This is an optimization exercise on Yosys and OpenROAD, whose aim is small area, not a production implementation.
Only simulation tests tie the RTL to the original design; equivalence was not proved.
The clock port is modelled as an ideal driver; clocking choices that lean on that would not hold on a real chip.

## main
## ALU_top
module ALU_top(
    input clk,
    input [31:0] a,
    input [31:0] b,
    input [3:0] f,
    output reg [31:0] y,
    output reg [3:0] zero
    );
==> flow/config.mk <==
export PLATFORM = sky130hd
export DESIGN_NAME = ALU_top
export DESIGN_NICKNAME = ALU_top
export VERILOG_FILES = /design/flow/design.v
export SDC_FILE = /design/flow/constraint.sdc
export NUM_CORES = 4
export LEC_CHECK = 0
export CAP_MARGIN = 20
export CORE_MARGIN = 2
export CORE_UTILIZATION = 55
export SLEW_MARGIN = 20
export SYNTH_HIERARCHICAL = 1
export SYNTH_MINIMUM_KEEP_SIZE = 1
==> flow/constraint.sdc <==
create_clock -name core_clock -period 4.5 [get_ports {clk}]
set_input_delay 0.9000 -clock core_clock [delete_from_list [all_inputs] [get_ports {clk}]]
set_output_delay 0.9000 -clock core_clock [all_outputs]
set_load 0.01 [all_outputs]
standard.sh (not shown) runs the stock make flow with config.mk's settings and CLKGATE_MAP_FILE= SYNTH_SCRIPT=/design/flow/synth_recipe.tcl, a recipe that flattens the netlist after the stock synthesis.
==> flow/flow/run.sh <==
#!/bin/bash
# The standard layout (standard.sh), with these changes:
#  - synthesis maps to the x1 (or x0) size of every cell: the platform's
#    don't-use list plus the larger sizes (flow/synth_dont_use.txt); ABC
#    otherwise upsizes the one-gate modules for a load they do not have.
#    Placement and timing repair may still use every size;
#  - the port buffers are the smallest buffer cell (buf_1);
#  - clock tree: clkbuf_4 buffers and no dummy loads, then each clock buffer
#    is sized to the smallest clkbuf that keeps the slew at the flip-flop
#    clock pins under 120 ps (flow/clk_size.tcl).
# Each step's output goes to a log file of its own here; ORFS's own logs are
# under orfs/logs.
set -euo pipefail
R=orfs/results/sky130hd/ALU_top/base
bash standard.sh synth "DONT_USE_CELLS=$(cat flow/synth_dont_use.txt)" > synth.log 2>&1
export BUFFER_PORTS_ARGS="-buffer_cell sky130_fd_sc_hd__buf_1"
export CTS_ARGS="-sink_clustering_enable -repair_clock_nets -dont_use_dummy_load -buf_list sky130_fd_sc_hd__clkbuf_4"
bash standard.sh cts > place_cts.log 2>&1
ODB_IN=$R/4_cts.odb ODB_OUT=$R/4_cts.odb SDC_IN=$R/4_cts.sdc \
  LIB=$FLOW_HOME/platforms/sky130hd/lib/sky130_fd_sc_hd__tt_025C_1v80.lib \
  PLATFORM_DIR=$FLOW_HOME/platforms/sky130hd CLK_SLEW_TARGET=0.120 CLK_ROOT_SLEW_TARGET=0.25 \
  openroad -no_splash -exit flow/clk_size.tcl > clk_size.log 2>&1
bash standard.sh > route_finish.log 2>&1
Other scripts of this flow, unchanged in this note and not shown: flow/flow/clk_size.tcl, flow/flow/synth_dont_use.txt
The following lists how the feature branch was set up differently from main:
# main
export LEC_CHECK = 0
export CAP_MARGIN = 20
export CORE_MARGIN = 2
export CORE_UTILIZATION = 55
export SLEW_MARGIN = 20
export SYNTH_HIERARCHICAL = 1
export SYNTH_MINIMUM_KEEP_SIZE = 1
create_clock -name core_clock -period 4.5 [get_ports {clk}]
# the feature branch
export LEC_CHECK = 0
export CAP_MARGIN = 20
export CORE_MARGIN = 2
export CORE_UTILIZATION = 80
export SLEW_MARGIN = 20
export SYNTH_HIERARCHICAL = 1
export SYNTH_MINIMUM_KEEP_SIZE = 1
create_clock -name core_clock -period 4.5 [get_ports {clk}]
==> comparison <==
Run status, the feature branch: aborted in global routing (5_1_grt), error GRT-0232. When the feature branch is measured against main, its count of buffers added by post-CTS timing repair for setup turns out 3 higher. Taking main as the reference, in the feature branch starting density of the core shows an increase of 26 points; number of gates resized after CTS shows an increase of 3.

* * *

== red ==
ALU_top, a different RTL version from the one above (not shown whole).
Size in the first run: about 370 cells after synthesis, about 100 flip-flops, ~3900 um^2 of cells after synthesis.
==> flow/config.mk <==
export PLATFORM = sky130hd
export DESIGN_NAME = ALU_top
export DESIGN_NICKNAME = ALU_top
export VERILOG_FILES = /design/flow/design.v
export SDC_FILE = /design/flow/constraint.sdc
export NUM_CORES = 4
export LEC_CHECK = 0
export CAP_MARGIN = 20
export CORE_MARGIN = 2
export CORE_UTILIZATION = 70
export SLEW_MARGIN = 20
export SYNTH_HIERARCHICAL = 1
export SYNTH_MINIMUM_KEEP_SIZE = 1
==> flow/constraint.sdc <==
create_clock -name core_clock -period 4.5 [get_ports {clk}]
set_input_delay 0.9000 -clock core_clock [delete_from_list [all_inputs] [get_ports {clk}]]
set_output_delay 0.9000 -clock core_clock [all_outputs]
set_load 0.01 [all_outputs]
Scripts as last shown in full above: flow/flow/run.sh
Other scripts of this flow, unchanged in this note and not shown: flow/flow/clk_size.tcl, flow/flow/synth_dont_use.txt
> inputs changed (red -> blue)
-- flow/config.mk --
<<< red, line 10
export CORE_UTILIZATION = 70
>>> blue, line 10
export CORE_UTILIZATION = 40
- Result: PASS for each of red and blue
- Taking red as the reference, in blue fraction of met1 tracks used by global routing shrank by 12 points, worst-case setup margin in the final layout grew by 21 ps, smallest hold slack moved up.
- [compare] base=red new=blue: total wirelength of the detailed-routed design decreased 42 um; overall routing resource usage fell by 13 points.

separate check: timing with driven ports:
No port has a modelled driver above. Below, the same layouts with a new extraction and two added sets of constraints. Step 1 (the two cells are an assumption about what drives the block):
set clk [get_ports {clk}]
set_driving_cell -lib_cell sky130_fd_sc_hd__clkbuf_16 $clk
set_driving_cell -lib_cell sky130_fd_sc_hd__buf_2 [delete_from_list [all_inputs] $clk]
Step 2 moves the port delays by t, midway between the first and last clock arrival at a register: inputs arrive t later, outputs are due t later. That takes back most of the time a late clock gives input paths. a / b / c = no drivers / after step 1 / after step 2; a / b = the first two.
run	t (ns)	slack for setup (ns)	worst data-port slew with drivers (ns)	cell pins on the clock port's net
main	0.453	0.428 / 0.428 / 0.428	0.03	1
red	0.448	0.315 / 0.315 / 0.315	0.04	1
blue	0.437	0.336 / 0.336 / 0.336	0.04	1
After both steps every run listed still meets setup and hold.
